What follows belongs to an exercise in optimizing a design on an open flow for small area, a short achievable clock period and few clock cycles per item; a production flow would make more cautious choices. The RTL was checked by simulation tests, not by an equivalence proof against the original design. No activity file was given, so power comes from the tool's default toggle rates.

### flow/run.sh
#!/bin/bash
# synth_recipe.tcl (not shown) runs the flow's synth.tcl, then flattens the netlist and writes it again
# the make line also repeats each setting of config.mk as NAME=value (left out here)
make -C /OpenROAD-flow-scripts/flow DESIGN_CONFIG=/design/flow/config.mk WORK_HOME=/design/flow/orfs CLKGATE_MAP_FILE= SYNTH_SCRIPT=/design/flow/synth_recipe.tcl finish
### flow/config.mk
export PLATFORM = sky130hd
export DESIGN_NAME = sd_scoreboard_top
export DESIGN_NICKNAME = sd_scoreboard_top
export VERILOG_FILES = /design/flow/design.v
export SDC_FILE = /design/flow/constraint.sdc
export NUM_CORES = 4
export LEC_CHECK = 0
export CAP_MARGIN = 20
export CORE_MARGIN = 2
export CORE_UTILIZATION = 40
export SLEW_MARGIN = 20
### flow/constraint.sdc
create_clock -name core_clock -period 5.0 [get_ports {clk}]
set_input_delay 1.0000 -clock core_clock [delete_from_list [all_inputs] [get_ports {clk}]]
set_output_delay 1.0000 -clock core_clock [all_outputs]
set_load 0.01 [all_outputs]
### flow/design.v
module behave1p_mem
  #(parameter depth=256,
    parameter width=8,
    parameter addr_sz=$clog2(depth))
  ( 
  d_out,
  wr_en, rd_en, clk, d_in, addr
  );
  input        wr_en, rd_en, clk;
  input [width-1:0] d_in;
  input [addr_sz-1:0]     addr;
  output [width-1:0]     d_out;
  reg [addr_sz-1:0] r_addr;
  reg [width-1:0]            array[0:depth-1];
  always @(posedge clk)
    begin
      if (wr_en)
        begin
          array[addr] <= d_in;
        end
      else if (rd_en)
        begin
          r_addr <= addr;
        end
    end  
  assign d_out = array[r_addr];
endmodule
module sd_input
  #(parameter width = 8)
  (
   input              clk,
   input              reset,
   input              c_srdy,
   output reg         c_drdy,
   input [width-1:0]  c_data,
   output reg         ip_srdy,
   input              ip_drdy,
   output reg [width-1:0] ip_data
   );
  reg 	  load;
  reg 	  drain;
  reg 	  occupied, nxt_occupied;
  reg [width-1:0] hold, nxt_hold;
  reg 		  nxt_c_drdy;
  always @*
    begin
      nxt_hold = hold;
      nxt_occupied = occupied;
      drain = occupied & ip_drdy;
      load = c_srdy & c_drdy & (!ip_drdy | drain);
      if (occupied)
	ip_data = hold;
      else
	ip_data = c_data;
      ip_srdy = (c_srdy & c_drdy) | occupied;
      if (load)
	begin
	  nxt_hold = c_data;
	  nxt_occupied =  1;
	end
      else if (drain)
	nxt_occupied = 0;
      nxt_c_drdy = (!occupied & !load) | (drain & !load);
    end
  always @(posedge clk)
    begin
      hold <=  nxt_hold;  
      if (reset)
	begin
	  occupied <=  0;
	  c_drdy   <=  0;
	end
      else
	begin
	  occupied <=  nxt_occupied;
	  c_drdy   <=  nxt_c_drdy;
	end  
    end  
endmodule
module sd_output
  #(parameter width = 8)
  (
   input              clk,
   input              reset,
   input              ic_srdy,
   output reg         ic_drdy,
   input [width-1:0]  ic_data,
   output reg         p_srdy,
   input              p_drdy,
   output reg [width-1:0] p_data
   );
    assign ic_drdy = ~p_srdy | p_drdy;
    always @(posedge clk) begin
        if (reset) 
            p_srdy <= 1'b0;
        else if (ic_srdy)
            p_srdy <= 1'b1;
        else if (ic_drdy)
            p_srdy <= 1'b0;
    end
    always @(posedge clk) begin
        if (ic_srdy & ic_drdy)
            p_data <= ic_data;
    end
endmodule  
module sd_scoreboard_fsm
  #(parameter width=8,
    parameter items=64,
    parameter use_txid=0,
    parameter use_mask=0,
    parameter txid_sz=2,
    parameter asz=6)   
  (input      clk,
   input      reset,
   input      ip_srdy,
   output reg     ip_drdy,
   input      ip_req_type,  
   input [txid_sz-1:0] ip_txid,
   input [width-1:0] ip_mask,
   input [width-1:0] ip_data,
   input [asz-1:0]   ip_itemid,
   output reg     ic_srdy,
   input      ic_drdy,
   output reg [txid_sz-1:0] ic_txid,
   output reg [width-1:0]   ic_data,
   input [width-1:0]    d_out,
   output reg               wr_en,
   output reg               rd_en,
   output reg [width-1:0]   d_in,
   output reg [asz-1:0]     addr
   );
  localparam s_idle = 0, s_read = 1, s_rdmod = 2;
  reg [2:0]                 state, nxt_state;
  reg [txid_sz-1:0]         txid, nxt_txid;
  always @*
    begin
      ip_drdy = 0;
      ic_srdy = 0;
      ic_data = 0;
      wr_en = 0;
      rd_en = 0;
      d_in = 0;
      addr = ip_itemid;
      nxt_state = state;
      nxt_txid  = txid;
      if (use_txid)
        ic_txid = txid;
      else
        ic_txid = 0;
      nxt_state[s_read] = 0;
      if (state[s_idle])
        begin
	  if (state[s_read] & !ic_drdy)
	    begin
	    end
          else if (ip_srdy & (ip_req_type==1))
            begin
              if ((use_mask==0) | (ip_mask=={width{1'b1}}))
                begin
                  ip_drdy = 1;
                  wr_en   = 1;
                  d_in    = ip_data;
                end
              else
                begin
                  rd_en = 1;
                  nxt_state[s_rdmod] = 1;
                  nxt_state[s_idle]  = 0;
                end
            end
          else if (ip_srdy & (ip_req_type==0))
            begin
              rd_en = 1;
              nxt_state[s_read] = 1;
              nxt_txid  = ip_txid;
              ip_drdy   = 1;
            end
        end  
      if (state[s_read])
        begin
          ic_srdy = 1;
          ic_data = d_out;
          if (!ic_drdy)
            begin
              nxt_state[s_read] = 1;
            end
        end  
      if (state[s_rdmod])
        begin
          ip_drdy = 1;
          d_in = (d_out & ~ip_mask) | (ip_data & ip_mask);
          wr_en   = 1;
          nxt_state[s_rdmod] = 0;
          nxt_state[s_idle]  = 1;
        end
    end  
  always @(posedge clk)
    begin
      if (reset)
        begin
          state <=  1;
        end
      else
        begin
          state <=  nxt_state;
        end
    end  
  generate
    if (use_txid != 0)
      begin : gen_txid_hold
        always @(posedge clk)
          begin
            if (reset)
              begin
                txid  <=  0;
              end
            else
              begin
                txid  <=  nxt_txid;
              end
          end  
      end  
  endgenerate
endmodule  
module sd_scoreboard
  #(parameter width=8,
    parameter items=64,
    parameter use_txid=0,
    parameter use_mask=0,
    parameter txid_sz=2,
    parameter asz=6)   
  (input      clk,
   input      reset,
   input      c_srdy,
   output     c_drdy,
   input      c_req_type,  
   input [txid_sz-1:0] c_txid,
   input [width-1:0] c_mask,
   input [width-1:0] c_data,
   input [asz-1:0]   c_itemid,
   output     p_srdy,
   input      p_drdy,
   output [txid_sz-1:0] p_txid,
   output [width-1:0]   p_data
   );
  localparam tot_in_sz = ((use_mask)?width*2:width)+
                         ((use_txid)?txid_sz:0)+asz+1;
  wire                  ip_req_type;  
  wire [txid_sz-1:0]    ip_txid;
  wire [width-1:0]      ip_mask;
  wire [width-1:0]      ip_data;
  wire [asz-1:0]        ip_itemid;
  wire [txid_sz-1:0]    ic_txid;
  wire [width-1:0]      ic_data;
  wire [(asz)-1:0]      addr;                    
  wire [(width)-1:0]    d_in;                    
  wire [(width)-1:0]    d_out;                   
  wire                  ic_drdy;                 
  wire                  ic_srdy;                 
  wire                  ip_drdy;                 
  wire                  ip_srdy;                 
  wire                  rd_en;                   
  wire                  wr_en;                   
  wire [tot_in_sz-1:0]  c_hold_data, p_hold_data;
  generate if ((use_txid == 1) && (use_mask == 1))
    begin : txid_and_mask
      assign c_hold_data = {c_txid,c_req_type,c_itemid,c_mask,c_data};
      assign {ip_txid,ip_req_type,ip_itemid,ip_mask,ip_data} = p_hold_data;
    end
  else if ((use_txid == 0) && (use_mask == 1))
    begin : no_txid_and_mask
      assign c_hold_data = {c_req_type,c_itemid,c_mask,c_data};
      assign {ip_req_type,ip_itemid,ip_mask,ip_data} = p_hold_data;
      assign ip_txid = 0;
    end
  else if ((use_txid == 1) && (use_mask == 0))
    begin : txid_and_no_mask
      assign c_hold_data = {c_txid,c_req_type,c_itemid,c_data};
      assign {ip_txid,ip_req_type,ip_itemid,ip_data} = p_hold_data;
      assign ip_mask = 0;
    end
  else if ((use_txid == 0) && (use_mask == 0))
    begin : no_txid_no_mask
      assign c_hold_data = {c_req_type,c_itemid,c_data};
      assign {ip_req_type,ip_itemid,ip_data} = p_hold_data;
      assign ip_mask = 0;
      assign ip_txid = 0;
    end
  endgenerate
  sd_input #(.width(tot_in_sz)) inhold
    (
     .c_data     (c_hold_data),
     .ip_data    (p_hold_data),
     .c_drdy                            (c_drdy),
     .ip_srdy                           (ip_srdy),
     .clk                               (clk),
     .reset                             (reset),
     .c_srdy                            (c_srdy),
     .ip_drdy                           (ip_drdy));
  behave1p_mem #(.depth(items),
                 .addr_sz               (asz),  
                 .width                 (width)) sb_mem
    (
     .addr                              (addr[asz-1:0]),
     .d_out                             (d_out[(width)-1:0]),
     .wr_en                             (wr_en),
     .rd_en                             (rd_en),
     .clk                               (clk),
     .d_in                              (d_in[(width)-1:0]));
  sd_scoreboard_fsm #( 
                      .width            (width),
                      .items            (items),
                      .use_txid         (use_txid),
                      .use_mask         (use_mask),
                      .txid_sz          (txid_sz),
                      .asz              (asz)) fsm
    ( 
     .ip_drdy                           (ip_drdy),
     .ic_srdy                           (ic_srdy),
     .ic_txid                           (ic_txid[(txid_sz)-1:0]),
     .ic_data                           (ic_data[(width)-1:0]),
     .wr_en                             (wr_en),
     .rd_en                             (rd_en),
     .d_in                              (d_in[(width)-1:0]),
     .addr                              (addr[(asz)-1:0]),
     .clk                               (clk),
     .reset                             (reset),
     .ip_srdy                           (ip_srdy),
     .ip_req_type                       (ip_req_type),
     .ip_txid                           (ip_txid[(txid_sz)-1:0]),
     .ip_mask                           (ip_mask[(width)-1:0]),
     .ip_data                           (ip_data[(width)-1:0]),
     .ip_itemid                         (ip_itemid[(asz)-1:0]),
     .ic_drdy                           (ic_drdy),
     .d_out                             (d_out[(width)-1:0]));
  sd_output #(.width(width+txid_sz)) outhold
    (
     .p_data                            ({p_txid,p_data}),
     .ic_data                           ({ic_txid,ic_data}),
     .ic_drdy                           (ic_drdy),
     .p_srdy                            (p_srdy),
     .clk                               (clk),
     .reset                             (reset),
     .ic_srdy                           (ic_srdy),
     .p_drdy                            (p_drdy));
endmodule  
module sd_scoreboard_top
  (input         clk,
   input         reset,
   input         c_srdy,
   output        c_drdy,
   input         c_req_type,  
   input  [3:0]  c_txid,
   input  [31:0] c_mask,
   input  [31:0] c_data,
   input  [5:0]  c_itemid,
   output        p_srdy,
   input         p_drdy,
   output [3:0]  p_txid,
   output [31:0] p_data
   );
  sd_scoreboard #(.width(32), .items(64), .use_txid(1), .use_mask(1),
                  .txid_sz(4), .asz(6)) sb
    (.clk(clk), .reset(reset),
     .c_srdy(c_srdy), .c_drdy(c_drdy), .c_req_type(c_req_type),
     .c_txid(c_txid), .c_mask(c_mask), .c_data(c_data), .c_itemid(c_itemid),
     .p_srdy(p_srdy), .p_drdy(p_drdy), .p_txid(p_txid), .p_data(p_data));
endmodule
==> results of run 1 <==
## synthesized netlist by cell type (all sizes together) (16+ instances only)
library cell / instances
a21oi: 45
a221oi: 34
a22oi: 45
and2: 35
buf: 107
clkbuf: 94
dfxtp: 16
edfxtp: 2165
mux2: 122
mux2i: 158
mux4: 512
nand2: 79
nand3: 43
nor2: 112
nor3: 58
o21ai: 37
o22ai: 65
## cell type report
class	count	area, um2	area share, %
flip-flops and latches	2181	65400	66.4
multi-input cells	1405	18500	18.8
repair buffers	399	4400	4.47
clock inverters	131	1210	1.23
clock buffers	248	5410	5.49
well taps	2805	3510	3.57
diodes	2	5.00	0.00508
inverters	10	37.5	0.0381
## kinds of logic (layout without fill, tap and decap cells)
| family | count (synthesis) | after routing | synth area share (%) |
|---|---|---|---|
| other | 0 | 2 | 0 |
| AO/OA/AOI/OAI | 247 | 247 | 1.97 |
| multiplexers | 792 | 792 | 17.2 |
| flip-flops | 2181 | 2181 | 77.7 |
| buffers and inverters | 211 | 788 | 1.07 |
| AND/OR/NAND/NOR | 366 | 366 | 2.02 |
## flip-flops by register name (all words and copies together), names as in the netlist, named ones only
signal and flops:
sb.inhold.hold 75, sb.outhold.p_srdy 1, sb.inhold.c_drdy 1, sb.fsm.state 3
sb.inhold.occupied 1, sb.outhold.p_data 36, sb.fsm.txid 4, sb.sb_mem.array 2048
sb.sb_mem.r_addr 6
## power by group
part / internal, W / switching [W] / total (W)
Clock: 0.00863 / 0.00678 / 0.0154
Sequential: 0.0202 / 0.000103 / 0.0203
Combinational: 0.00237 / 0.00337 / 0.00574
Total: 0.0312 / 0.0103 / 0.0414
## per-layer routing
metal / share of wire, % / GRT usage (%) / wire length [um]
met4: 2.7 / 5.48 / 5920
met3: 7.2 / 3.33 / 15800
met5: 0 / 0 / 0
met1: 41 / 28.5 / 90500
met2: 49 / 32.4 / 106000
## critical path, delay by kind of cell (launching register included)
kind	cells	cell delay [ns]
compound gates	1	0.52
flops	1	0.47
mux	2	0.34
buf+inv	3	1.15
simple gates	4	1.58
## how the worst max path moves through the flow
stage                          start                 endpoint  slack [ns]  depth (start not counted)
after floorplan           c_mask[26]   sb.sb_mem.array[0][18]        0.30                          8
after global placement      register   sb.sb_mem.array[60][3]        0.29                         10
after detailed placement  c_mask[15]  sb.sb_mem.array[42][19]        0.25                         10
after CTS                   register  sb.sb_mem.array[62][25]        0.62                         10
after global routing        register   sb.sb_mem.array[9][25]        0.37                         10
final                       register  sb.sb_mem.array[12][25]        0.52                         10
## per-stage QoR
step | utilization (%) | hold slack (ns)
after floorplan | - | 0.409
after global placement | 43.9 | 0.417
after detailed placement | 43.9 | 0.415
after CTS | 47.1 | 0.430
after global routing | 47.1 | 0.447
final | 47.1 | 0.430
==> results.sh, run 1 <==
export IMPL_core_um2=209000
export IMPL_placedCellCount=6800
export IMPL_setup_tns_ns=0
export IMPL_io_buffers=116
export IMPL_min_delay_path_depth=0
export IMPL_final_cell_mix="edfxtp_1 (2165), mux4_2 (512), clkbuf_16 (208)"
export IMPL_fp_dieW_um=462
export IMPL_via_count=41000
export IMPL_synth_top_area_cell="edfxtp_1"
export IMPL_max_stage_delay_ns=0.91
export IMPL_syn_area_um2=84100
export IMPL_gp_congestion=0.856
export IMPL_dp_slack_ns=0.253
export IMPL_synth_ff_type="edfxtp_1"
export IMPL_reg2reg_to="sb.sb_mem.array[12][25]"
export IMPL_htree_levels=4
export IMPL_cp_cell_sequence="buf_12 -> buf_4 -> mux4_2 -> mux2i_1 -> o21ai_0 -> nand2_1 -> nor3_1 -> nand3_1 -> nand2_2 -> buf_4"
export IMPL_drtIter0Drc=5035
export IMPL_clk_latency_ns=0.86
export IMPL_power_leakage_nw=31.1
export IMPL_nFillCells=17100
export IMPL_num_rows=168
export IMPL_path_class="reg -> reg"
export IMPL_first_global_vias=40800
export IMPL_clkTransAtPathRegs_ns=0.06
export IMPL_peakVddDrop_mv=0.372
export IMPL_layout_commonest_cell="edfxtp_1"
export IMPL_wl_per_cell_um=30.4
export IMPL_clock_root_buffer="clkbuf_16"
export IMPL_r2r_slack_ns=0.52
export IMPL_die_area_um2=214000
export IMPL_dieHeight_um=462
export IMPL_hpwl_mm=133
export IMPL_yosys_top_cells_area="edfxtp_1 (77%), mux4_2 (14%), mux2i_1 (1.9%)"
export IMPL_vias_per_cell=5.71
export IMPL_whs_endpoint="sb.outhold.p_data[33]"
export IMPL_placed_area_um2=91800
export IMPL_cpMostUsedCell="buf_4"
export IMPL_post_cts_buffers=0
export IMPL_period_share_pct=89.5
export IMPL_clock_sinks=2181
export IMPL_ys_types=43
export IMPL_io_pins=117
export IMPL_cp_end_kind="register"
export IMPL_cp_start_kind="register"
export IMPL_min_from="sb.fsm.txid[1]"
export IMPL_layout_cells_non_filler=7181
export IMPL_synth_seq_cells=2181
export IMPL_grt_util_all_layers_pct=20.1
export IMPL_syn_nets=3876
export IMPL_setup_ws_ns=0.525
export IMPL_p_total_w=0.0414
export IMPL_min_path_type="reg -> reg"
export IMPL_drive_gt1_share_pct=30.3
export IMPL_period_minus_slack_ns=4.48
export IMPL_cts_made_buffers=208
export IMPL_setup_violations_final=0
export IMPL_ys_warnings_count=5
export IMPL_fmax_mhz=223
export IMPL_worst_pin_slew_ns=1.10
export IMPL_synth_top_area_share_pct=77.3
export IMPL_synth_edf_count=2165
export IMPL_tritoncts="built"
export IMPL_clock_skew_ns=0.0546
export IMPL_ant_nets=0
export IMPL_antenna_found_initial=14
export IMPL_drv_cap=0
export IMPL_outcome="timing/DRC/antenna clean"
export IMPL_stdcell_area_um2=98400
export IMPL_cpMaxStageDelayCell="nor3_1"
export IMPL_rsz0062_at_grt="no"
export IMPL_critical_path_arrival_ns=5.04
export IMPL_dr_pass1_iters=6
export IMPL_postSynth_asyncResetShare_pct=0
export IMPL_start_util_pct=40.2
export IMPL_cts_buffer_depth=3
export IMPL_reg2reg_depth=10
export IMPL_wl_mm=218
export IMPL_grt_pass1_wl_mm=308
export IMPL_yosysSeqAreaShare_pct=77.7
export IMPL_drcViolationCount=0
export IMPL_power_density_nw_per_um2=421
export IMPL_relSlewSlack_pct=26.2
export IMPL_ctsHoldBuffers=0
export IMPL_postSynthAreaPerCell_um2=22.1
export IMPL_hold_viol=0
export IMPL_grt_overflow=0
export IMPL_crit_required_ns=5.56
export IMPL_finalMaxSlewViolations=0
export IMPL_nets=4284
export IMPL_grt_max_degree=76
export IMPL_area_growth_pct=17.1
export IMPL_cts_resized=0
export IMPL_critPathMaxFanout=48
export IMPL_synthesis_instances=3797
Testbench counts, summed over its fixed seeds: cycles 15,724, requests 12,000.
==> run 2, diff against run 1 <==
==> flow/design.v (replaced) <==
module sd_scoreboard_top
  (input         clk,
   input         reset,
   input         c_srdy,
   output reg    c_drdy,
   input         c_req_type,  
   input  [3:0]  c_txid,
   input  [31:0] c_mask,
   input  [31:0] c_data,
   input  [5:0]  c_itemid,
   output reg    p_srdy,
   input         p_drdy,
   output reg [3:0]  p_txid,
   output reg [31:0] p_data
   );
  reg        q_v;
  reg        q_wr;
  reg [3:0]  q_txid;
  reg [31:0] q_mask;
  reg [31:0] q_data;
  reg [5:0]  q_item;
  reg [63:0] q_sel;
  reg        q_fwd;    
  wire       take = c_srdy & c_drdy;
  wire       q_wv = q_v & q_wr;
  always @(posedge clk) begin
    if (reset) q_v <= 1'b0;
    else       q_v <= take;
    q_wr   <= c_req_type;
    q_txid <= c_txid;
    q_mask <= c_mask;
    q_data <= c_data;
    q_item <= c_itemid;
    q_sel  <= 64'd1 << c_itemid;
    q_fwd  <= q_wv & (c_itemid == q_item);
  end
  reg [31:0] mem [0:63];
  reg [63:0] w_sel;     
  reg [31:0] w_data;
  integer i;
  reg [31:0] rd_raw;
  always @* begin
    rd_raw = 32'd0;
    for (i = 0; i < 64; i = i + 1)
      rd_raw = rd_raw | (mem[i] & {32{q_sel[i]}});
  end
  wire [31:0] old    = q_fwd ? w_data : rd_raw;
  wire [31:0] merged = (old & ~q_mask) | (q_data & q_mask);
  always @(posedge clk) begin
    w_sel  <= q_sel & {64{q_wv & ~reset}};
    w_data <= merged;
  end
  always @(posedge clk)
    for (i = 0; i < 64; i = i + 1)
      if (w_sel[i]) mem[i] <= w_data;
  wire        push = q_v & ~q_wr;
  wire        pop  = p_srdy & p_drdy;
  wire [35:0] nw   = {q_txid, old};
  reg         v1, v2;
  reg  [35:0] e1, e2;
  always @(posedge clk) begin
    if ((p_srdy & ~pop) == 1'b0)
      {p_txid, p_data} <= v1 ? e1 : nw;
    if ((v1 & ~pop) == 1'b0)
      e1 <= v2 ? e2 : nw;
    if ((v2 & ~pop) == 1'b0)
      e2 <= nw;
  end
  wire [1:0] cnt  = {1'b0, p_srdy} + {1'b0, v1} + {1'b0, v2};
  wire [1:0] cnt_n = cnt + {1'b0, push} - {1'b0, pop};
  always @(posedge clk) begin
    if (reset) begin
      p_srdy <= 1'b0;
      v1     <= 1'b0;
      v2     <= 1'b0;
      c_drdy <= 1'b1;
    end else begin
      p_srdy <= cnt_n != 2'd0;
      v1     <= cnt_n[1];
      v2     <= cnt_n == 2'd3;
      c_drdy <= ({1'b0, cnt_n} + {2'b0, take & ~c_req_type}) <= 3'd2;
    end
  end
endmodule
==> run 2 against run 1 <==
  * Flip-flop and latch count is 216 higher
  * Fmax is 34% higher
  * Area after synthesis is 0.28% higher
  * Register-to-register slack better by 1.1 ns
  * Sequential share of layout area is 6.3 points higher
  * Critical path type unchanged
  * Highest routed layer is now met5
==> results.sh, run 2 <==
export IMPL_outcome="timing/DRC/antenna clean"
export IMPL_nets=4704
export IMPL_syn_nets=4493
export IMPL_ys_warnings_count=2
export IMPL_fin_hold_ws_ns=0.444
export IMPL_wl_per_cell_um=40.1
export IMPL_synth_top_area_share_pct=76.8
export IMPL_clkTransAtPathRegs_ns=0.06
export IMPL_yosysMostFrequentCell="edfxtp_1"
export IMPL_tritoncts="built"
export IMPL_p_clk_share_pct=40.7
export IMPL_crit_required_ns=5.56
export IMPL_placedCellCount=7191
export IMPL_setup_tns_ns=0
export IMPL_top_register="mem"
export IMPL_synth_edf_count=2156
export IMPL_postSynth_asyncResetShare_pct=0
export IMPL_p_sw_share_pct=22.0
export IMPL_gp_congestion=0.850
export IMPL_hold_viol=0
export IMPL_finalMaxSlewViolations=0
export IMPL_cts_resized=0
export IMPL_antenna_found_initial=22
export IMPL_clock_skew_ns=0.0562
export IMPL_synthesis_instances=4408
export IMPL_multi_input_area_um2=13000
export IMPL_cellInternalPower_w=0.0334
export IMPL_wl_mm=306
export IMPL_cts_buffer_depth=3
export IMPL_first_global_vias=46400
export IMPL_clock_sinks=2397
export IMPL_grt_util_all_layers_pct=27.9
export IMPL_rsz0062_at_grt="no"
export IMPL_io_pins=117
export IMPL_synth_seq_cells=2397
export IMPL_htree_levels=4
export IMPL_core_um2=210000
export IMPL_regArea_um2=69900
export IMPL_synth_top_area_cell="edfxtp_1"
export IMPL_drcViolationCount=0
export IMPL_path_class="reg -> reg"
export IMPL_ctsHoldBuffers=0
export IMPL_yosysSeqAreaShare_pct=82.5
export IMPL_vias_per_cell=6.59
export IMPL_p_switching_w=0.00941
export IMPL_area_growth_pct=14.1
export IMPL_ant_nets=0
export IMPL_post_cts_buffers=0
export IMPL_peakVddDrop_mv=0.367
export IMPL_grt_pass1_wl_mm=407
export IMPL_synth_ff_type="edfxtp_1"
export IMPL_drive_gt1_share_pct=15.0
export IMPL_fmax_mhz=299
export IMPL_reg_top3="mem x2048, q_sel x64, w_sel x64"
export IMPL_hpwl_mm=161
export IMPL_largest_reg_flops=2048
export IMPL_period_share_pct=66.8
export IMPL_cp_start_kind="register"
export IMPL_grt_max_degree=66
export IMPL_fp_dieW_um=463
export IMPL_num_rows=168
export IMPL_yosys_top_cells_area="edfxtp_1 (77%), dfxtp_1 (5.7%), a22oi_1 (4.4%)"
export IMPL_layout_cells_non_filler=7633
export IMPL_fin_util_pct=45.9
export IMPL_via_count=50300
export IMPL_grt_overflow=0
export IMPL_power_leakage_nw=30.3
export IMPL_final_cell_mix="edfxtp_1 (2156), a22oi_1 (496), clkbuf_16 (233)"
export IMPL_ys_types=40
export IMPL_drv_cap=0
export IMPL_io_buffers=116
export IMPL_start_util_pct=40.2
export IMPL_relSlewSlack_pct=14.2
export IMPL_nFillCells=17600
export IMPL_pwr_share_comb_pct=4.3
export IMPL_cp_end_kind="register"
export IMPL_layout_commonest_cell="edfxtp_1"
export IMPL_worst_pin_slew_ns=1.29
export IMPL_setup_violations_final=0
export IMPL_cts_made_buffers=231
export IMPL_drtIter0Drc=10400
export IMPL_min_path_type="reg -> reg"
export IMPL_power_density_nw_per_um2=445
export IMPL_clk_latency_ns=0.90
export IMPL_dr_pass1_iters=7
export IMPL_synth_top_cells_by_count="edfxtp_1 (2156), a22oi_1 (496), dfxtp_1 (241)"
export IMPL_dieHeight_um=463
export IMPL_syn_area_um2=84300
export IMPL_p_total_w=0.0428
export IMPL_critical_path_arrival_ns=3.90
export IMPL_die_area_um2=214000
export IMPL_clock_root_buffer="clkbuf_16"
export IMPL_period_minus_slack_ns=3.34
export IMPL_postSynthAreaPerCell_um2=19.1
export IMPL_critPathMaxFanout=19
export IMPL_seqPwrFrac_pct=55.0
## run 2: cell types whose count changed in the layout (fill, tap and decap cells not counted), moves of 86 or more
cell / change
a221oi_1: +155
a22o_1: +227
a22oi_1: +451
buf_12: -86
dfxtp_2: +107
mux2_2: -103
mux2i_1: -158
mux4_2: -512
nand4_1: +180
## run 2: path summary, 6_finish.rpt
| path | start | depth (start not counted) | slack, ns | endpoint |
|---|---|---|---|---|
| min reg2reg | q_data[29] | 2 | 0.44 | w_data[29] |
| max reg2reg | q_sel[53] | 6 | 1.66 | e1[11] |
| min | q_data[29] | 2 | 0.44 | w_data[29] |
| max | q_sel[53] | 6 | 1.66 | e1[11] |
## run 2: cell families (layout without fill, tap and decap cells)
logic type	after synthesis	after routing	share of synthesized area (%)
multiplexers	20	20	0.267
AND/OR/NAND/NOR	589	589	4.00
AO/OA/AOI/OAI	1113	1113	10.9
other	0	7	0
flip-flops	2397	2397	82.5
buffers and inverters	275	688	2.11
adder cells (fa/ha/maj)	6	6	0.0980
XOR/XNOR	8	8	0.0831
## run 2: layer usage
layer | routed length (um) | vias to the layer above | global-route usage, %
met5 | 197 | - | 0
met4 | 15100 | 22 | 11.8
met3 | 46300 | 802 | 8.06
met2 | 135000 | 4457 | 41.7
met1 | 110000 | 26100 | 38.0
li1 | - | 18900 | -
## run 2: final cells by class
class                   count  area share, %
inverters                   6         0.0234
well taps                2805           3.65
clock buffers             337           6.75
flip-flops and latches   2397           72.7
diodes                      7         0.0182
clock inverters            98           1.07
multi-input cells        1736           13.5
repair buffers            247           2.27
## run 2: power groups by stage
stage,clock network [W],logic (W),registers [W]
floorplan,0,0.000750,0.0238
global placement,0,0.00183,0.0239
detailed placement,0,0.00184,0.0239
CTS,0.0175,0.00184,0.0235
global route,0.0182,0.00198,0.0236
finish,0.0174,0.00185,0.0235
## run 2: worst max-delay path, cell delays in order, from the launching register on
cell and delay (ns):
dfxtp_2 0.62, buf_4 0.39, a22oi_1 0.24, nand4_1 0.14
or3_1 0.55, nor4_2 0.87, o31ai_1 0.15
## run 2: per-stage QoR
step                instance area, um2  setup WS, ns
floorplan                        84300          1.85
global placement                 88600          1.04
detailed placement               88600          1.16
CTS                              96100          1.58
global route                     96100          1.70
finish                           96200          1.66
Testbench counts of run 2, summed over its fixed seeds: cycles 12,016, requests 12,000.
==> run 3, diff against run 2 <==
--- a/flow/design.v
+++ b/flow/design.v
@@ -36,6 +36,7 @@
   end
   reg [31:0] mem [0:63];
   reg [63:0] w_sel;     
+  reg [63:0] w_hold;    
   reg [31:0] w_data;
   integer i;
   reg [31:0] rd_raw;
@@ -48,11 +49,12 @@
   wire [31:0] merged = (old & ~q_mask) | (q_data & q_mask);
   always @(posedge clk) begin
     w_sel  <= q_sel & {64{q_wv & ~reset}};
+    w_hold <= ~(q_sel & {64{q_wv & ~reset}});
     w_data <= merged;
   end
   always @(posedge clk)
     for (i = 0; i < 64; i = i + 1)
-      if (w_sel[i]) mem[i] <= w_data;
+      mem[i] <= (w_data & {32{w_sel[i]}}) | (mem[i] & {32{w_hold[i]}});
   wire        push = q_v & ~q_wr;
   wire        pop  = p_srdy & p_drdy;
   wire [35:0] nw   = {q_txid, old};
--- a/flow/config.mk
+++ b/flow/config.mk
@@ -7,5 +7,6 @@
 export LEC_CHECK = 0
 export CAP_MARGIN = 20
 export CORE_MARGIN = 2
-export CORE_UTILIZATION = 40
+export CORE_UTILIZATION = 55
+export SETUP_SLACK_MARGIN = 2.2
 export SLEW_MARGIN = 20
==> run 3 against run 2 <==
  * Fmax increased by 12%
  * Worst hold slack got worse by 0.013 ns
  * Clock power increased by 6%
  * Flip-flop and latch count increased by 64
  * Setup slack improved by 0.35 ns
  * Power decreased by 4.7%
  * Critical endpoint is now e1[27]
  * Largest cell class unchanged
  * Largest power group unchanged
==> results.sh, run 3 <==
export IMPL_postSynth_asyncResetShare_pct=0
export IMPL_hpwl_mm=231
export IMPL_crit_family="simple AND/OR/NAND/NOR gates"
export IMPL_finalMaxSlewViolations=0
export IMPL_yosysSeqAreaShare_pct=59.2
export IMPL_placed_area_um2=86700
export IMPL_m1WireLength_mm=153
export IMPL_wl_met3_mm=82.1
export IMPL_power_leakage_nw=37.3
export IMPL_path_class="reg -> reg"
export IMPL_drtIter0Drc=14600
export IMPL_drcViolationCount=0
export IMPL_fmax_mhz=334
export IMPL_yosys_top_cells_area="dfxtp_1 (55%), a22o_1 (23%), a22oi_1 (4.6%)"
export IMPL_synth_top_area_share_pct=55.4
export IMPL_max_stage_delay_ns=0.95
export IMPL_period_minus_slack_ns=2.99
export IMPL_peakVddDrop_mv=0.370
export IMPL_first_global_vias=68100
export IMPL_grt_max_degree=66
export IMPL_core_um2=154000
export IMPL_min_path_type="reg -> reg"
export IMPL_nFillCells=11800
export IMPL_period_share_pct=59.9
export IMPL_wl_mm=444
export IMPL_critPathMaxFanout=21
export IMPL_io_pins=117
export IMPL_rsz0062_at_grt="yes"
export IMPL_setup_ws_ns=2.01
export IMPL_cp_end_kind="register"
export IMPL_drive_gt1_share_pct=13.6
export IMPL_regArea_um2=51000
export IMPL_area_growth_pct=14.0
export IMPL_power_density_nw_per_um2=421
export IMPL_dp_slack_ns=1.08
export IMPL_grt_overflow=0
export IMPL_dr_pass1_iters=9
export IMPL_setup_violations_final=0
export IMPL_ctsHoldBuffers=0
export IMPL_yosysMostFrequentCell="dfxtp_1"
export IMPL_clock_sinks=2461
export IMPL_synth_seq_cells=2461
export IMPL_grt_util_all_layers_pct=53.9
export IMPL_cp_cell_sequence="buf_12 -> a221oi_1 -> nand4_1 -> nor4_4 -> buf_4 -> o31ai_1"
export IMPL_fin_util_pct=63.0
export IMPL_wl_met2_mm=165
export IMPL_vias_per_cell=8.21
export IMPL_multi_input_area_um2=31100
export IMPL_worst_path_buf_inv=2
export IMPL_crit_required_ns=5.59
export IMPL_clkTransAtPathRegs_ns=0.06
export IMPL_synth_edf_count=108
export IMPL_highest_layer="met5"
export IMPL_worst_pin_slew_ns=1.28
export IMPL_tritoncts="built"
export IMPL_top_register="mem"
export IMPL_relSlewSlack_pct=14.3
export IMPL_drv_cap=0
export IMPL_hold_viol=0
export IMPL_critical_path_arrival_ns=3.58
export IMPL_cpMaxStageDelayCell="nand4_1"
export IMPL_syn_area_um2=85000
export IMPL_layout_commonest_cell="a22o_1"
export IMPL_ys_types=39
export IMPL_clock_root_buffer="clkbuf_16"
export IMPL_cp_start_kind="register"
export IMPL_cts_made_buffers=239
export IMPL_nets=7044
export IMPL_clock_skew_ns=0.0571
export IMPL_outcome="timing/DRC/antenna clean"
export IMPL_largest_reg_flops=2048
export IMPL_fp_dieW_um=397
export IMPL_via_count=76000
export IMPL_syn_nets=7268
export IMPL_synthesis_instances=7183
export IMPL_die_area_um2=158000
export IMPL_synth_top_area_cell="dfxtp_1"
export IMPL_ant_nets=0
export IMPL_final_cell_mix="a22o_1 (2268), dfxtp_1 (2162), a22oi_1 (513)"
export IMPL_synth_top_cells_by_count="dfxtp_1 (2353), a22o_1 (2268), clkbuf_1 (631)"
export IMPL_synth_ff_type="dfxtp_1"
export IMPL_num_rows=144
export IMPL_wl_per_cell_um=47.9
export IMPL_setup_tns_ns=0
export IMPL_gp_congestion=0.946
export IMPL_start_util_pct=55.3
export IMPL_postSynthAreaPerCell_um2=11.8
export IMPL_dieHeight_um=397
export IMPL_antenna_found_initial=28
export IMPL_grt_pass1_wl_mm=587
export IMPL_htree_levels=4
export IMPL_cts_buffer_depth=3
export IMPL_clk_latency_ns=0.89
export IMPL_ys_warnings_count=2
export IMPL_io_buffers=116
export IMPL_stdcell_area_um2=96900
[run 3: cell count changes after synthesis, moves of 64 or more]
cell      before   now
a22o_1       232  2268
clkbuf_1      77   631
edfxtp_1    2156   108
dfxtp_1      241  2353
and2_1        65     1
nand2_1      103   171
[run 3: layer usage]
layer  vias up  GRT usage [%]
li1      27900              -
met1     37300           66.4
met2      8449           69.7
met3      2412           29.0
met4        24           40.1
met5         -           3.00
[run 3: path summary, 6_finish.rpt]
path	endpoint	slack, ns	start	cells past startpoint
setup reg to reg	e1[27]	2.01	q_sel[46]	6
hold reg to reg	w_data[12]	0.43	q_data[12]	2
hold / removal	w_data[12]	0.43	q_data[12]	2
setup / recovery	e1[27]	2.01	q_sel[46]	6
[run 3: worst register-to-register path, delay by kind of cell, from the launching register on]
kind	cells	cell delay, ns
AND/OR/NAND/NOR	2	1.39
flip-flops	1	0.46
buffers and inverters	2	0.45
AO/OA/AOI/OAI	2	0.41
[run 3: kinds of logic after synthesis]
family | Yosys count | share of synthesized area, %
buffers and inverters | 943 | 4.96
flip-flops | 2461 | 59.2
XOR/XNOR | 8 | 0.0824
multiplexers | 26 | 0.344
AND/OR/NAND/NOR | 582 | 3.70
AO/OA/AOI/OAI | 3157 | 31.6
adder cells (fa/ha/maj) | 6 | 0.0972
[run 3: per-stage QoR]
stage          power, W  cells  hold slack [ns]
2_1_floorplan    0.0219   7183            0.401
3_3_place_gp     0.0226   8647            0.413
5_1_grt          0.0416   9218            0.456
6_report         0.0408   9261            0.432
3_5_place_dp     0.0227   8647            0.411
4_1_cts          0.0405   9130            0.436
[run 3: cell type report]
class	instances	share of cell area, %
multi-input cells	3779	32.1
inverters	70	0.274
well taps	2044	2.64
clock buffers	378	7.43
flip-flops and latches	2461	52.6
diodes	52	0.134
repair buffers	408	4.06
clock inverters	69	0.725
[run 3: power by group]
part / internal (W) / switching [W] / leakage (nW)
combinational: 0.000557 / 0.000724 / 13.1
sequential: 0.0203 / 0.000714 / 20.4
clock: 0.0105 / 0.00801 / 3.91
[run 3: repair_timing]
action                                  in CTS  in global routing
gates resized for setup                    124                 81
buffers inserted                            36                 79
pin swaps                                   39                 54
endpoints found under the setup margin     141                102
Testbench counts of run 3, summed over its fixed seeds: cycles 12,016, requests 12,000.
==> run 4, diff against run 3 <==
==> flow/design.v (replaced) <==
module sd_scoreboard_top
  (input         clk,
   input         reset,
   input         c_srdy,
   output reg    c_drdy,
   input         c_req_type,  
   input  [3:0]  c_txid,
   input  [31:0] c_mask,
   input  [31:0] c_data,
   input  [5:0]  c_itemid,
   output reg    p_srdy,
   input         p_drdy,
   output reg [3:0]  p_txid,
   output reg [31:0] p_data
   );
  reg        q_v;
  reg        q_wr;
  reg [3:0]  q_txid;
  reg [31:0] q_mask;
  reg [31:0] q_data;
  reg [5:0]  q_item;
  reg [63:0] q_sel;
  reg        q_fwd;    
  wire       take = c_srdy & c_drdy;
  wire       q_wv = q_v & q_wr;
  wire       stall;    
  always @(posedge clk) begin
    if (reset)      q_v <= 1'b0;
    else if (!stall) q_v <= take;
    if (!stall) begin
      q_wr   <= c_req_type;
      q_txid <= c_txid;
      q_item <= c_itemid;
    end
    q_sel  <= 64'd1 << (stall ? q_item : c_itemid);
    q_mask <= c_mask;
    q_data <= c_data;
    q_fwd  <= q_wv & (c_itemid == q_item);
  end
  reg [31:0] mem [0:63];
  reg [63:0] w_sel;     
  reg [63:0] w_hold;    
  reg [31:0] w_data;
  integer i;
  reg [31:0] rd_raw;
  always @* begin
    rd_raw = 32'd0;
    for (i = 0; i < 64; i = i + 1)
      rd_raw = rd_raw | (mem[i] & {32{q_sel[i]}});
  end
  wire [31:0] old    = q_fwd ? w_data : rd_raw;
  wire [31:0] merged = (old & ~q_mask) | (q_data & q_mask);
  reg        w_v;
  reg [5:0]  w_item;
  always @(posedge clk) begin
    w_v    <= q_wv & ~reset;
    w_item <= q_item;
    w_hold <= ~(q_sel & {64{q_wv & ~reset}});
    w_data <= merged;
  end
  always @*
    for (i = 0; i < 64; i = i + 1)
      w_sel[i] = w_v & (w_item == i);
  always @(posedge clk)
    for (i = 0; i < 64; i = i + 1)
      mem[i] <= (w_data & {32{w_sel[i]}}) | (mem[i] & {32{w_hold[i]}});
  wire        pop  = p_srdy & p_drdy;
  wire        full = p_srdy & v1 & ~pop;
  assign      stall = q_v & ~q_wr & full;
  wire        push = q_v & ~q_wr & ~full;
  wire [35:0] nw   = {q_txid, old};
  reg         v1;
  reg  [35:0] e1;
  wire        p_keep = p_srdy & ~pop;
  wire        p_e1   = ~p_keep & v1;
  wire        p_nw   = ~p_keep & ~v1;
  wire        e_keep = v1 & ~pop;
  always @(posedge clk) begin
    {p_txid, p_data} <= ({36{p_keep}} & {p_txid, p_data}) |
                        ({36{p_e1}} & e1) | ({36{p_nw}} & nw);
    e1 <= ({36{e_keep}} & e1) | ({36{~e_keep}} & nw);
  end
  wire       p_n  = v1 | push | (p_srdy & ~pop);
  wire       v1_n = (v1 & (~pop | push)) | (p_srdy & ~v1 & ~pop & push);
  wire       rd_n = stall | (take & ~c_req_type);
  always @(posedge clk) begin
    if (reset) begin
      p_srdy <= 1'b0;
      v1     <= 1'b0;
      c_drdy <= 1'b1;
    end else begin
      p_srdy <= p_n;
      v1     <= v1_n;
      c_drdy <= ~(rd_n & v1_n);
    end
  end
endmodule
--- a/flow/config.mk
+++ b/flow/config.mk
@@ -7,6 +7,8 @@
 export LEC_CHECK = 0
 export CAP_MARGIN = 20
 export CORE_MARGIN = 2
-export CORE_UTILIZATION = 55
+export CORE_UTILIZATION = 40
+export CTS_CLUSTER_DIAMETER = 50
+export CTS_CLUSTER_SIZE = 20
 export SETUP_SLACK_MARGIN = 2.2
 export SLEW_MARGIN = 20
==> run 4 against run 3 <==
  * Register-to-register slack about the same
  * Fmax is 0.38% higher
  * Clock skew fell by 0.0037 ns
  * Largest power group unchanged
==> results.sh, run 4 <==
export IMPL_p_clk_share_pct=42.7
export IMPL_cts_buffer_depth=3
export IMPL_syn_nets=7193
export IMPL_regArea_um2=48200
export IMPL_top_register="mem"
export IMPL_nets=6946
export IMPL_reg_top3="mem x2048, q_sel x64, w_hold x64"
export IMPL_power_density_nw_per_um2=381
export IMPL_first_global_vias=67300
export IMPL_cellInternalPower_w=0.0268
export IMPL_via_count=75100
export IMPL_ant_nets=0
export IMPL_fmax_mhz=335
export IMPL_critical_path_arrival_ns=3.60
export IMPL_period_share_pct=59.6
export IMPL_p_sw_share_pct=24.7
export IMPL_min_delay_path_depth=2
export IMPL_num_rows=166
export IMPL_drive_gt1_share_pct=13.6
export IMPL_relSlewSlack_pct=14.4
export IMPL_grt_max_degree=66
export IMPL_core_um2=205000
export IMPL_start_util_pct=40.3
export IMPL_clk_latency_ns=0.90
export IMPL_nFillCells=18500
export IMPL_clock_skew_ns=0.0534
export IMPL_hold_viol=0
export IMPL_grt_overflow=0
export IMPL_worst_pin_slew_ns=1.28
export IMPL_min_path_type="reg -> reg"
export IMPL_synth_top_cells_by_count="dfxtp_1 (2326), a22o_1 (2276), clkbuf_1 (524)"
export IMPL_syn_area_um2=82700
export IMPL_hpwl_mm=245
export IMPL_reg2reg_depth=7
export IMPL_cp_end_kind="register"
export IMPL_finalMaxSlewViolations=0
export IMPL_clock_sinks=2367
export IMPL_tritoncts="built"
export IMPL_cp_start_kind="register"
export IMPL_layout_commonest_cell="a22o_1"
export IMPL_yosysSeqAreaShare_pct=57.8
export IMPL_peakVddDrop_mv=0.364
export IMPL_power_leakage_nw=35.0
export IMPL_yosys_top_cells_area="dfxtp_1 (56%), a22o_1 (24%), a22oi_1 (4.6%)"
export IMPL_dieHeight_um=459
export IMPL_dp_slack_ns=1.40
export IMPL_setup_violations_final=0
export IMPL_cts_made_buffers=174
export IMPL_critPathMaxFanout=21
export IMPL_drtIter0Drc=14600
export IMPL_rsz0062_at_grt="yes"
export IMPL_synth_ff_type="dfxtp_1"
export IMPL_path_class="reg -> reg"
export IMPL_ys_warnings_count=2
export IMPL_crit_required_ns=5.62
export IMPL_largest_reg_flops=2048
export IMPL_wl_mm=436
export IMPL_synth_seq_cells=2367
export IMPL_multi_input_area_um2=31800
export IMPL_htree_levels=4
export IMPL_area_growth_pct=13.0
export IMPL_io_buffers=116
export IMPL_yosysMostFrequentCell="dfxtp_1"
export IMPL_p_switching_w=0.00878
export IMPL_vias_per_cell=7.72
export IMPL_outcome="timing/DRC/antenna clean"
export IMPL_wl_per_cell_um=44.8
export IMPL_final_cell_mix="a22o_1 (2276), dfxtp_1 (2166), a22oi_1 (500)"
export IMPL_gp_congestion=0.960
export IMPL_postSynth_asyncResetShare_pct=0
export IMPL_setup_ws_ns=2.02
export IMPL_drv_cap=0
export IMPL_clock_root_buffer="clkbuf_16"
export IMPL_fin_util_pct=45.6
export IMPL_die_area_um2=210000
export IMPL_pwr_share_comb_pct=2.7
export IMPL_ctsHoldBuffers=0
export IMPL_synth_edf_count=41
export IMPL_seqPwrFrac_pct=54.6
export IMPL_grt_util_all_layers_pct=39.6
export IMPL_setup_tns_ns=0
export IMPL_drcViolationCount=0
export IMPL_postSynthAreaPerCell_um2=11.6
export IMPL_synth_top_area_cell="dfxtp_1"
export IMPL_dr_pass1_iters=9
export IMPL_grt_pass1_wl_mm=580
export IMPL_synthesis_instances=7114
export IMPL_clkTransAtPathRegs_ns=0.08
export IMPL_antenna_found_initial=34
export IMPL_synth_top_area_share_pct=56.3
export IMPL_fp_dieW_um=459
export IMPL_ys_types=48
export IMPL_period_minus_slack_ns=2.98
export IMPL_io_pins=117
-- run 4: per-layer routing --
metal	track usage (%)	vias up	share of wire, %
met5	0.850	-	0.18
met4	29.8	47	9.5
met3	20.5	2349	18
met2	52.2	8006	38
met1	48.2	37000	35
li1	-	27700	-
-- run 4: stage by stage --
step	instance area (um2)	hold slack, ns	total power [W]	instances
3_3_place_gp	85900	0.423	0.0208	9276
5_1_grt	93400	0.460	0.0363	9698
6_report	93500	0.436	0.0356	9735
4_1_cts	92700	0.438	0.0354	9639
3_5_place_dp	86200	0.420	0.0208	9287
2_1_floorplan	82700	0.329	0.0204	7114
-- run 4: cell type report --
class	count	share of cell area, %
tap	2688	3.60
antenna	39	0.104
timing repair buffer	457	4.43
clock buffer	204	5.00
multi-input combinational	3861	34.0
inverter	6	0.0241
clock inverter	113	1.34
sequential	2367	51.5
-- run 4: repair_timing --
item                                    4_1_cts  5_1_grt
endpoints found under the setup margin      358      265
resized for setup                            67       42
setup buffers                                34       56
gates cloned                                  1        0
pin swaps                                    25       36
-- run 4: final timing paths --
kind / startpoint / endpoint / slack [ns]
min: q_data[2] / w_data[2] / 0.44
max reg2reg: q_sel[13] / register / 2.02
min reg2reg: q_data[2] / w_data[2] / 0.44
max: q_sel[13] / register / 2.02
-- run 4: critical path, cell delays in order (launching register included) --
cell and delay [ns]:
dfxtp_4 0.54, buf_4 0.33, a22o_1 0.24, a221oi_1 0.44, nand4_1 0.46, nor4_4 0.36, buf_4 0.23, nor2_1 0.06
-- run 4: logic make-up (layout without fill, tap and decap cells) --
logic type / count (synthesis) / after routing / share of synthesized area (%)
buffers and inverters: 887 / 780 / 4.89
other: 0 / 39 / 0
AND/OR/NAND/NOR: 653 / 654 / 4.42
multiplexers: 14 / 14 / 0.198
flip-flops: 2367 / 2367 / 57.8
XOR/XNOR: 6 / 6 / 0.0635
AO/OA/AOI/OAI: 3187 / 3187 / 32.7
-- run 4: power by group through the flow --
| stage | clock network (W) | logic (W) | registers (W) |
|---|---|---|---|
| floorplan | 0 | 0.000584 | 0.0198 |
| global placement | 0 | 0.000884 | 0.0199 |
| detailed placement | 0 | 0.000900 | 0.0199 |
| CTS | 0.0151 | 0.000906 | 0.0194 |
| global route | 0.0158 | 0.000986 | 0.0195 |
| finish | 0.0152 | 0.000971 | 0.0195 |
Testbench counts of run 4, summed over its fixed seeds: cycles 12,016, requests 12,000.
==> run 5, diff against run 4 <==
==> flow/design.v (replaced) <==
module sd_scoreboard_top
  (input         clk,
   input         reset,
   input         c_srdy,
   output reg    c_drdy,
   input         c_req_type,  
   input  [3:0]  c_txid,
   input  [31:0] c_mask,
   input  [31:0] c_data,
   input  [5:0]  c_itemid,
   output reg    p_srdy,
   input         p_drdy,
   output reg [3:0]  p_txid,
   output reg [31:0] p_data
   );
  integer i;
  reg        q_v;
  reg        q_wr;
  reg [3:0]  q_txid;
  reg [31:0] q_mask;
  reg [31:0] q_data;
  reg [5:0]  q_item;
  reg [63:0] q_sel;
  reg        q_fwd;    
  wire       take = c_srdy & c_drdy;
  wire       q_wv = q_v & q_wr;
  wire       q_rd = q_v & ~q_wr;
  wire       stall;    
  always @(posedge clk) begin
    if (reset)       q_v <= 1'b0;
    else if (!stall) q_v <= take;
    if (!stall) begin
      q_wr   <= c_req_type;
      q_txid <= c_txid;
      q_item <= c_itemid;
    end
    q_sel  <= 64'd1 << (stall ? q_item : c_itemid);
    q_mask <= c_mask;
    q_data <= c_data;
    q_fwd  <= q_wv & (c_itemid == q_item);
  end
  reg [31:0] mem [0:63];
  reg        w_v;       
  reg [5:0]  w_item;
  reg [63:0] w_hold;    
  reg [63:0] w_sel;
  reg [31:0] w_data;
  reg        r_v;       
  reg [3:0]  r_txid;
  always @*
    for (i = 0; i < 64; i = i + 1)
      w_sel[i] = w_v & (w_item == i);
  always @(posedge clk)
    for (i = 0; i < 64; i = i + 1)
      mem[i] <= (w_data & {32{w_sel[i]}}) | (mem[i] & {32{w_hold[i]}});
  reg [31:0] rd_raw;
  always @* begin
    rd_raw = 32'd0;
    for (i = 0; i < 64; i = i + 1)
      rd_raw = rd_raw | (mem[i] & {32{q_sel[i]}});
  end
  wire [31:0] old    = q_fwd ? w_data : rd_raw;
  wire [31:0] m      = q_mask & {32{q_wr}};
  wire [31:0] merged = (old & ~m) | (q_data & m);
  always @(posedge clk) begin
    w_v    <= q_wv & ~reset;
    w_item <= q_item;
    w_hold <= ~(q_sel & {64{q_wv & ~reset}});
    w_data <= merged;
    r_v    <= q_rd & ~stall & ~reset;
    r_txid <= q_txid;
  end
  wire        pop = p_srdy & p_drdy;
  wire [35:0] nw  = {r_txid, w_data};
  reg         v1, v2;
  reg  [35:0] e1, e2;
  always @(posedge clk) begin
    if ((p_srdy & ~pop) == 1'b0)
      {p_txid, p_data} <= v1 ? e1 : nw;
    if ((v1 & ~pop) == 1'b0)
      e1 <= v2 ? e2 : nw;
    if ((v2 & ~pop) == 1'b0)
      e2 <= nw;
  end
  wire       up    = r_v & ~pop;
  wire       dn    = ~r_v & pop;
  wire       ge1_n = (p_srdy & (v1 | ~dn)) | up;
  wire       ge2_n = (v1 & (v2 | ~dn)) | (p_srdy & up);
  wire       ge3_n = (v2 & ~dn) | (v1 & up);
  wire       r_n   = q_rd & ~stall;
  wire       rd_n  = stall | (take & ~c_req_type);
  wire       hold_n = rd_n & (ge3_n | (r_n & ge2_n));
  reg        q_hold;     
  assign     stall = q_hold;
  always @(posedge clk) begin
    if (reset) begin
      p_srdy <= 1'b0;
      v1     <= 1'b0;
      v2     <= 1'b0;
      c_drdy <= 1'b1;
      q_hold <= 1'b0;
    end else begin
      p_srdy <= ge1_n;
      v1     <= ge2_n;
      v2     <= ge3_n;
      c_drdy <= ~hold_n;
      q_hold <= hold_n;
    end
  end
endmodule
--- a/flow/config.mk
+++ b/flow/config.mk
@@ -10,5 +10,5 @@
 export CORE_UTILIZATION = 40
 export CTS_CLUSTER_DIAMETER = 50
 export CTS_CLUSTER_SIZE = 20
-export SETUP_SLACK_MARGIN = 2.2
+export SETUP_SLACK_MARGIN = 2.4
 export SLEW_MARGIN = 20
==> run 5 against run 4 <==
  * Still clean on timing, DRC and antenna
  * Critical path depth did not move
  * Synthesized cell count fell by 1.0%
  * Power rose by 6.9%
  * Non-clock buffer count fell by 11
  * Sequential share of layout area fell by 0.85 points
  * Die area rose by 2.0%
  * Combinational power fell by 11%
  * Clock power rose by 14%
  * Global-route usage fell by 11 points
  * Register-to-register slack got worse by 0.11 ns
  * Clock skew rose by 0.0094 ns
==> results.sh, run 5 <==
export IMPL_period_share_pct=61.9
export IMPL_clock_sinks=2410
export IMPL_synth_top_family_by_area="compound AO/OA/AOI/OAI gates"
export IMPL_die_area_um2=215000
export IMPL_reg_top3="mem x2048, q_sel x64, w_hold x64"
export IMPL_io_pins=117
export IMPL_postSynthAreaPerCell_um2=12.0
export IMPL_setup_tns_ns=0
export IMPL_drive_gt1_share_pct=17.2
export IMPL_r2r_slack_ns=1.91
export IMPL_ant_nets=0
export IMPL_dieHeight_um=463
export IMPL_synth_top_area_share_pct=53.7
export IMPL_layout_commonest_cell="a22o_1"
export IMPL_crit_family="simple AND/OR/NAND/NOR gates"
export IMPL_largest_reg_flops=2048
export IMPL_critPathMaxFanout=6
export IMPL_yosysSeqAreaShare_pct=58.9
export IMPL_tritoncts="built"
export IMPL_grt_util_all_layers_pct=28.8
export IMPL_start_util_pct=40.3
export IMPL_synth_simple_gate_area_share_pct=2.81
export IMPL_top_register="mem"
export IMPL_stdcell_area_um2=98500
export IMPL_max_stage_delay_ns=0.73
export IMPL_synthAdderAreaFrac_pct=0.0119
export IMPL_p_switching_w=0.00918
export IMPL_syn_nets=7122
export IMPL_clkTransAtPathRegs_ns=0.08
export IMPL_first_global_vias=61300
export IMPL_yosysMostFrequentCell="a22o_1"
export IMPL_ys_warnings_count=2
export IMPL_hold_viol=0
export IMPL_core_um2=210000
export IMPL_worst_pin_slew_ns=1.26
export IMPL_fp_dieW_um=463
export IMPL_synthMuxAreaShare_pct=1.03
export IMPL_peakVddDrop_mv=0.408
export IMPL_cts_buffer_depth=3
export IMPL_grt_pass1_wl_mm=460
export IMPL_final_cell_mix="a22o_1 (2553), dfxtp_1 (2175), a221oi_1 (302)"
export IMPL_io_buffers=116
export IMPL_hpwl_mm=194
export IMPL_multi_input_area_um2=33100
export IMPL_cp_end_kind="register"
export IMPL_path_class="reg -> reg"
export IMPL_pwr_share_comb_pct=2.3
export IMPL_wl_mm=325
export IMPL_power_density_nw_per_um2=386
export IMPL_setup_violations_final=0
export IMPL_power_leakage_nw=37.0
export IMPL_grt_overflow=0
export IMPL_fmax_mhz=323
export IMPL_p_sw_share_pct=24.1
export IMPL_cp_cell_sequence="buf_6 -> buf_12 -> a22o_4 -> a221oi_4 -> nand4_1 -> or4_1 -> a32o_1"
export IMPL_antenna_found_initial=19
export IMPL_outcome="timing/DRC/antenna clean"
export IMPL_dr_pass1_iters=6
export IMPL_vias_per_cell=6.74
export IMPL_nets=6868
export IMPL_min_path_type="reg -> reg"
export IMPL_wl_per_cell_um=33.2
export IMPL_regArea_um2=49900
export IMPL_relSlewSlack_pct=16.3
export IMPL_num_rows=168
export IMPL_crit_required_ns=5.64
export IMPL_nFillCells=18500
export IMPL_synth_edf_count=145
export IMPL_finalMaxSlewViolations=0
export IMPL_drtIter0Drc=8232
export IMPL_synth_compound_area_share_pct=32.5
export IMPL_p_clk_share_pct=45.8
export IMPL_cellInternalPower_w=0.0289
export IMPL_placed_area_um2=87200
export IMPL_clock_skew_ns=0.0628
export IMPL_period_minus_slack_ns=3.09
export IMPL_drcViolationCount=0
export IMPL_clk_latency_ns=0.90
export IMPL_critical_path_arrival_ns=3.73
export IMPL_cp_start_kind="register"
export IMPL_gp_congestion=0.902
export IMPL_area_growth_pct=16.8
export IMPL_worst_path_buf_inv=2
export IMPL_via_count=65900
export IMPL_synthesis_instances=7043
export IMPL_cpMaxStageDelayCell="or4_1"
export IMPL_seqPwrFrac_pct=52.0
export IMPL_postSynth_asyncResetShare_pct=0
export IMPL_synth_top_area_cell="dfxtp_1"
export IMPL_ys_types=32
export IMPL_synth_xor_xnor_area_share_pct=0.0623
export IMPL_clock_root_buffer="clkbuf_16"
export IMPL_htree_levels=4
export IMPL_synth_seq_cells=2410
export IMPL_cts_made_buffers=208
export IMPL_grt_max_degree=68
export IMPL_synth_ff_type="dfxtp_1"
export IMPL_syn_area_um2=84400
export IMPL_yosys_top_cells_area="dfxtp_1 (54%), a22o_1 (27%), a221oi_1 (5.3%)"
export IMPL_rsz0062_at_grt="yes"
export IMPL_synth_top_cells_by_count="a22o_1 (2560), dfxtp_1 (2265), clkbuf_1 (773)"
export IMPL_drv_cap=0
-- run 5: cell count changes after synthesis, moves of 61 or more --
cell / delta
a221oi_1: +284
a22o_1: +284
a22oi_1: -503
buf_2: -216
clkbuf_1: +249
dfxtp_1: -61
edfxtp_1: +104
mux2_2: +63
-- run 5: repair_timing --
| action | CTS | global route |
|---|---|---|
| pin swaps | 79 | 69 |
| hold buffers | 0 | 0 |
| gates resized for setup | 424 | 116 |
| buffers inserted | 82 | 35 |
| gates cloned | 6 | 2 |
| setup endpoints to repair | 133 | 62 |
-- run 5: worst paths after layout --
kind,from,to,cells past startpoint
max reg2reg,q_sel[47],register,7
max,q_sel[47],register,7
min,q_txid[1],r_txid[1],0
min reg2reg,q_txid[1],r_txid[1],0
-- run 5: cell type report --
type | count | share of cell area (%)
Antenna cell | 7 | 0.0178
Sequential cell | 2410 | 50.7
Timing Repair Buffer | 446 | 4.56
Clock inverter | 153 | 1.85
Tap cell | 2805 | 3.56
Inverter | 11 | 0.0419
Clock buffer | 241 | 5.68
Multi-Input combinational cell | 3712 | 33.6
-- run 5: routing by layer --
layer	track usage, %	routed length (um)
met5	0	177
met4	13.9	17500
met3	7.57	34800
met2	42.1	139000
met1	39.2	134000
-- run 5: per-stage QoR --
stage          utilization (%)  total power (W)  worst slack [ns]  hold WS (ns)  cells
3_5_place_dp              41.6           0.0210              1.35         0.329   9255
6_report                  47.0           0.0381              1.91         0.346   9785
2_1_floorplan                -           0.0206              2.68         0.323   7043
4_1_cts                   46.5           0.0382              2.02         0.347   9737
5_1_grt                   47.0           0.0390              1.96         0.354   9781
3_3_place_gp              41.6           0.0210              1.37         0.327   9253
-- run 5: cells by family (layout without fill, tap and decap cells) --
logic type | after synthesis | after routing
adders and majority gates | 1 | 1
AOI/OAI and AO/OA | 3146 | 3146
DFF | 2410 | 2410
muxes | 78 | 78
buffers and inverters | 923 | 851
xor gates and xnor gates | 6 | 6
other | 0 | 7
and+or+nand+nor | 479 | 481
-- run 5: power by group through the flow --
stage | combinational, W | clock [W] | sequential, W
CTS | 0.000827 | 0.0175 | 0.0198
global placement | 0.000779 | 0 | 0.0203
finish | 0.000863 | 0.0174 | 0.0198
floorplan | 0.000446 | 0 | 0.0201
detailed placement | 0.000794 | 0 | 0.0203
global route | 0.000886 | 0.0183 | 0.0198
Testbench counts of run 5, summed over its fixed seeds: cycles 12,024, requests 12,000.
==> run 6, diff against run 5 <==
--- a/flow/design.v
+++ b/flow/design.v
@@ -53,15 +53,28 @@
   always @(posedge clk)
     for (i = 0; i < 64; i = i + 1)
       mem[i] <= (w_data & {32{w_sel[i]}}) | (mem[i] & {32{w_hold[i]}});
-  reg [31:0] rd_raw;
-  always @* begin
-    rd_raw = 32'd0;
-    for (i = 0; i < 64; i = i + 1)
-      rd_raw = rd_raw | (mem[i] & {32{q_sel[i]}});
-  end
-  wire [31:0] old    = q_fwd ? w_data : rd_raw;
-  wire [31:0] m      = q_mask & {32{q_wr}};
-  wire [31:0] merged = (old & ~m) | (q_data & m);
+  wire [31:0] l1 [0:31];
+  wire [31:0] l2 [0:7];
+  wire [31:0] l3 [0:3];
+  wire [31:0] rd_raw;
+  genvar g;
+  generate
+    for (g = 0; g < 32; g = g + 1) begin : lv1
+      sb_aoi22 u (.s0(q_sel[2*g]), .s1(q_sel[2*g+1]),
+                  .m0(mem[2*g]), .m1(mem[2*g+1]), .y(l1[g]));
+    end
+    for (g = 0; g < 8; g = g + 1) begin : lv2
+      sb_nand4 u (.a(l1[4*g]), .b(l1[4*g+1]), .c(l1[4*g+2]), .d(l1[4*g+3]),
+                  .y(l2[g]));
+    end
+    for (g = 0; g < 4; g = g + 1) begin : lv3
+      sb_nor2 u (.a(l2[2*g]), .b(l2[2*g+1]), .y(l3[g]));
+    end
+  endgenerate
+  sb_nand4 lv4 (.a(l3[0]), .b(l3[1]), .c(l3[2]), .d(l3[3]), .y(rd_raw));
+  wire [31:0] merged;
+  sb_merge mrg (.fwd(q_fwd), .wd(w_data), .rd(rd_raw), .wr(q_wr),
+                .mask(q_mask), .data(q_data), .merged(merged));
   always @(posedge clk) begin
     w_v    <= q_wv & ~reset;
     w_item <= q_item;
@@ -108,3 +121,28 @@
     end
   end
 endmodule
+module sb_aoi22
+  (input         s0, s1,
+   input  [31:0] m0, m1,
+   output [31:0] y);
+  assign y = ~((m0 & {32{s0}}) | (m1 & {32{s1}}));
+endmodule
+module sb_nand4
+  (input  [31:0] a, b, c, d,
+   output [31:0] y);
+  assign y = ~(a & b & c & d);
+endmodule
+module sb_nor2
+  (input  [31:0] a, b,
+   output [31:0] y);
+  assign y = ~(a | b);
+endmodule
+module sb_merge
+  (input         fwd, wr,
+   input  [31:0] wd, rd, mask, data,
+   output [31:0] merged);
+  wire [31:0] m     = mask & {32{wr}};
+  wire [31:0] keep  = ~m & {32{~fwd}};
+  wire [31:0] early = (data & m) | (wd & ~m & {32{fwd}});
+  assign merged = (rd & keep) | early;
+endmodule
--- a/flow/config.mk
+++ b/flow/config.mk
@@ -12,3 +12,4 @@
 export CTS_CLUSTER_SIZE = 20
 export SETUP_SLACK_MARGIN = 2.4
 export SLEW_MARGIN = 20
+export SYNTH_HIERARCHICAL = 1
==> run 6 against run 5 <==
  * Die area is 2.8% higher
  * Cell count is 27% higher
  * Non-clock buffer count is 102 lower
  * Clock-buffer cell count is 10 lower
  * Sequential share of layout area is 0.24 points higher
  * Area after synthesis is 2.8% higher
  * Sequential power hardly changed
  * First-iteration DRC count is 28% higher
  * Routed wire length is 11% higher
  * Synthesized cell count is 38% higher
  * Clock power hardly changed
  * Clock skew is 0.0068 ns lower
  * Largest cell class unchanged
  * Highest routed layer unchanged
==> results.sh, run 6 <==
export IMPL_ant_nets=0
export IMPL_yosysSeqAreaShare_pct=56.9
export IMPL_drive_gt1_share_pct=9.74
export IMPL_ys_warnings_count=9
export IMPL_setup_tns_ns=0
export IMPL_ys_types=57
export IMPL_min_path_type="reg -> reg"
export IMPL_yosys_top_cells_area="dfxtp_1 (53%), nand2_1 (12%), o21ai_0 (11%)"
export IMPL_outcome="timing/DRC/antenna clean"
export IMPL_synth_ff_type="dfxtp_1"
export IMPL_syn_nets=9777
export IMPL_cpMaxStageDelayCell="nand4_1"
export IMPL_period_minus_slack_ns=2.81
export IMPL_grt_pass1_wl_mm=508
export IMPL_clk_latency_ns=0.89
export IMPL_syn_area_um2=86800
export IMPL_regArea_um2=49600
export IMPL_multi_input_area_um2=33600
export IMPL_critical_path_arrival_ns=3.59
export IMPL_synth_top_cells_by_count="nand2_1 (2673), dfxtp_1 (2297), o21ai_0 (1894)"
export IMPL_critPathMaxFanout=32
export IMPL_cp_start_kind="register"
export IMPL_io_buffers=116
export IMPL_cp_cell_sequence="buf_6 -> a22oi_2 -> nand4_1 -> nor2_1 -> nand4_1 -> mux2_4 -> mux2_4"
export IMPL_synthesis_instances=9698
export IMPL_htree_levels=4
export IMPL_vias_per_cell=6.16
export IMPL_tritoncts="built"
export IMPL_rsz0062_at_grt="yes"
export IMPL_dieHeight_um=470
export IMPL_fin_util_pct=45.3
export IMPL_path_class="reg -> reg"
export IMPL_clock_root_buffer="clkbuf_16"
export IMPL_cp_end_kind="register"
export IMPL_cts_made_buffers=207
export IMPL_start_util_pct=40.4
export IMPL_setup_violations_final=0
export IMPL_dr_pass1_iters=8
export IMPL_fin_hold_ws_ns=0.344
export IMPL_yosysMostFrequentCell="nand2_1"
export IMPL_grt_util_all_layers_pct=31.2
export IMPL_postSynthAreaPerCell_um2=8.95
export IMPL_power_leakage_nw=32.5
export IMPL_relSlewSlack_pct=11.7
export IMPL_clock_sinks=2410
export IMPL_drcViolationCount=0
export IMPL_nets=9524
export IMPL_synth_top_area_share_pct=53.0
export IMPL_placed_area_um2=89300
export IMPL_grt_max_degree=192
export IMPL_die_area_um2=221000
export IMPL_synth_edf_count=113
export IMPL_stdcell_area_um2=97500
export IMPL_crit_family="simple AND/OR/NAND/NOR gates"
export IMPL_gp_congestion=0.934
export IMPL_finalMaxSlewViolations=0
export IMPL_nFillCells=20300
export IMPL_hold_viol=0
export IMPL_core_um2=215000
export IMPL_drv_cap=0
export IMPL_synth_top_area_cell="dfxtp_1"
export IMPL_clock_skew_ns=0.0560
export IMPL_reg_top3="mem x2048, q_sel x64, w_hold x64"
export IMPL_crit_required_ns=5.78
export IMPL_layout_commonest_cell="nand2_1"
export IMPL_r2r_slack_ns=2.19
export IMPL_first_global_vias=71900
export IMPL_max_stage_delay_ns=0.48
export IMPL_largest_reg_flops=2048
export IMPL_final_cell_mix="nand2_1 (2671), dfxtp_1 (2170), o21ai_0 (1894)"
export IMPL_postSynth_asyncResetShare_pct=0
export IMPL_num_rows=170
export IMPL_cts_buffer_depth=3
export IMPL_wl_per_cell_um=28.9
export IMPL_period_share_pct=56.2
export IMPL_area_growth_pct=12.3
export IMPL_grt_overflow=0
export IMPL_wl_mm=360
export IMPL_power_density_nw_per_um2=389
export IMPL_drtIter0Drc=10600
export IMPL_io_pins=117
export IMPL_ctsHoldBuffers=0
export IMPL_peakVddDrop_mv=0.357
export IMPL_via_count=76800
export IMPL_p_total_w=0.0379
export IMPL_antenna_found_initial=22
export IMPL_synth_seq_cells=2410
export IMPL_fmax_mhz=356
export IMPL_top_register="mem"
export IMPL_worst_path_buf_inv=1
export IMPL_hpwl_mm=210
export IMPL_worst_pin_slew_ns=1.32
export IMPL_fp_dieW_um=470
export IMPL_clkTransAtPathRegs_ns=0.08
run 6: cell count changes after synthesis, moves of 258 or more:
cell,before,now
a22o_1,2560,32
o21ai_0,3,1894
clkbuf_1,773,515
nand2_1,160,2673
a221oi_1,512,1
a22oi_1,0,1026
run 6: stage by stage:
stage	setup WS, ns	instances
4_1_cts	2.40	12400
2_1_floorplan	2.67	9698
3_5_place_dp	1.52	12000
6_report	2.19	12500
3_3_place_gp	1.55	12000
5_1_grt	2.32	12500
run 6: worst paths after layout:
| check | startpoint | end | cells past startpoint |
|---|---|---|---|
| worst max-delay path | q_sel[14] | w_data[3] | 7 |
| worst min-delay path | q_txid[1] | r_txid[1] | 0 |
| worst max register to register | q_sel[14] | w_data[3] | 7 |
| worst min register to register | q_txid[1] | r_txid[1] | 0 |
run 6: modules after synthesis, one instance, submodules excluded:
module,area (um2),flops+latches
sb_aoi22,289,0
sb_merge,1150,0
sb_nand4,200,0
sd_scoreboard_top,74100,2410
sb_nor2,120,0
run 6: report_power, final:
part / internal [W] / switching (W) / leakage [nW]
sequential: 0.0195 / 0.000184 / 19.9
clock: 0.00904 / 0.00832 / 3.49
combinational: 0.000252 / 0.000576 / 9.17
run 6: area by class of cell:
| type | instances | share of cell area, % |
|---|---|---|
| sequential | 2410 | 50.9 |
| timing repair buffer | 344 | 3.44 |
| inverter | 12 | 0.0475 |
| tap | 2838 | 3.64 |
| multi-input combinational | 6470 | 34.4 |
| clock buffer | 231 | 5.54 |
| clock inverter | 158 | 1.96 |
| antenna | 7 | 0.0180 |
run 6: cells by family (layout without fill, tap and decap cells):
group                  count (synthesis)  count (layout)  synth area share (%)
AO/OA/AOI/OAI                       3103            3103                  21.1
multiplexers                         139             139                  2.06
other                                  0               7                     0
XOR/XNOR                               6               6                0.0606
buffers and inverters                818             745                  4.71
AND/OR/NAND/NOR                     3222            3222                  15.2
flip-flops                          2410            2410                  56.9
run 6: timing repair:
item                                    CTS  global route
resized for setup                       131           107
pin swaps                                16            36
endpoints found under the setup margin  447            85
buffers inserted                          0            23
gates cloned                              0             4
run 6: metal layers:
metal	vias up	GRT usage (%)	wire length [um]
li1	33500	-	-
met1	36800	40.5	138000
met2	5316	45.1	148000
met3	1112	10.5	50800
met4	22	17.5	23600
met5	-	0	160
Testbench counts of run 6, summed over its fixed seeds: cycles 12,024, requests 12,000.
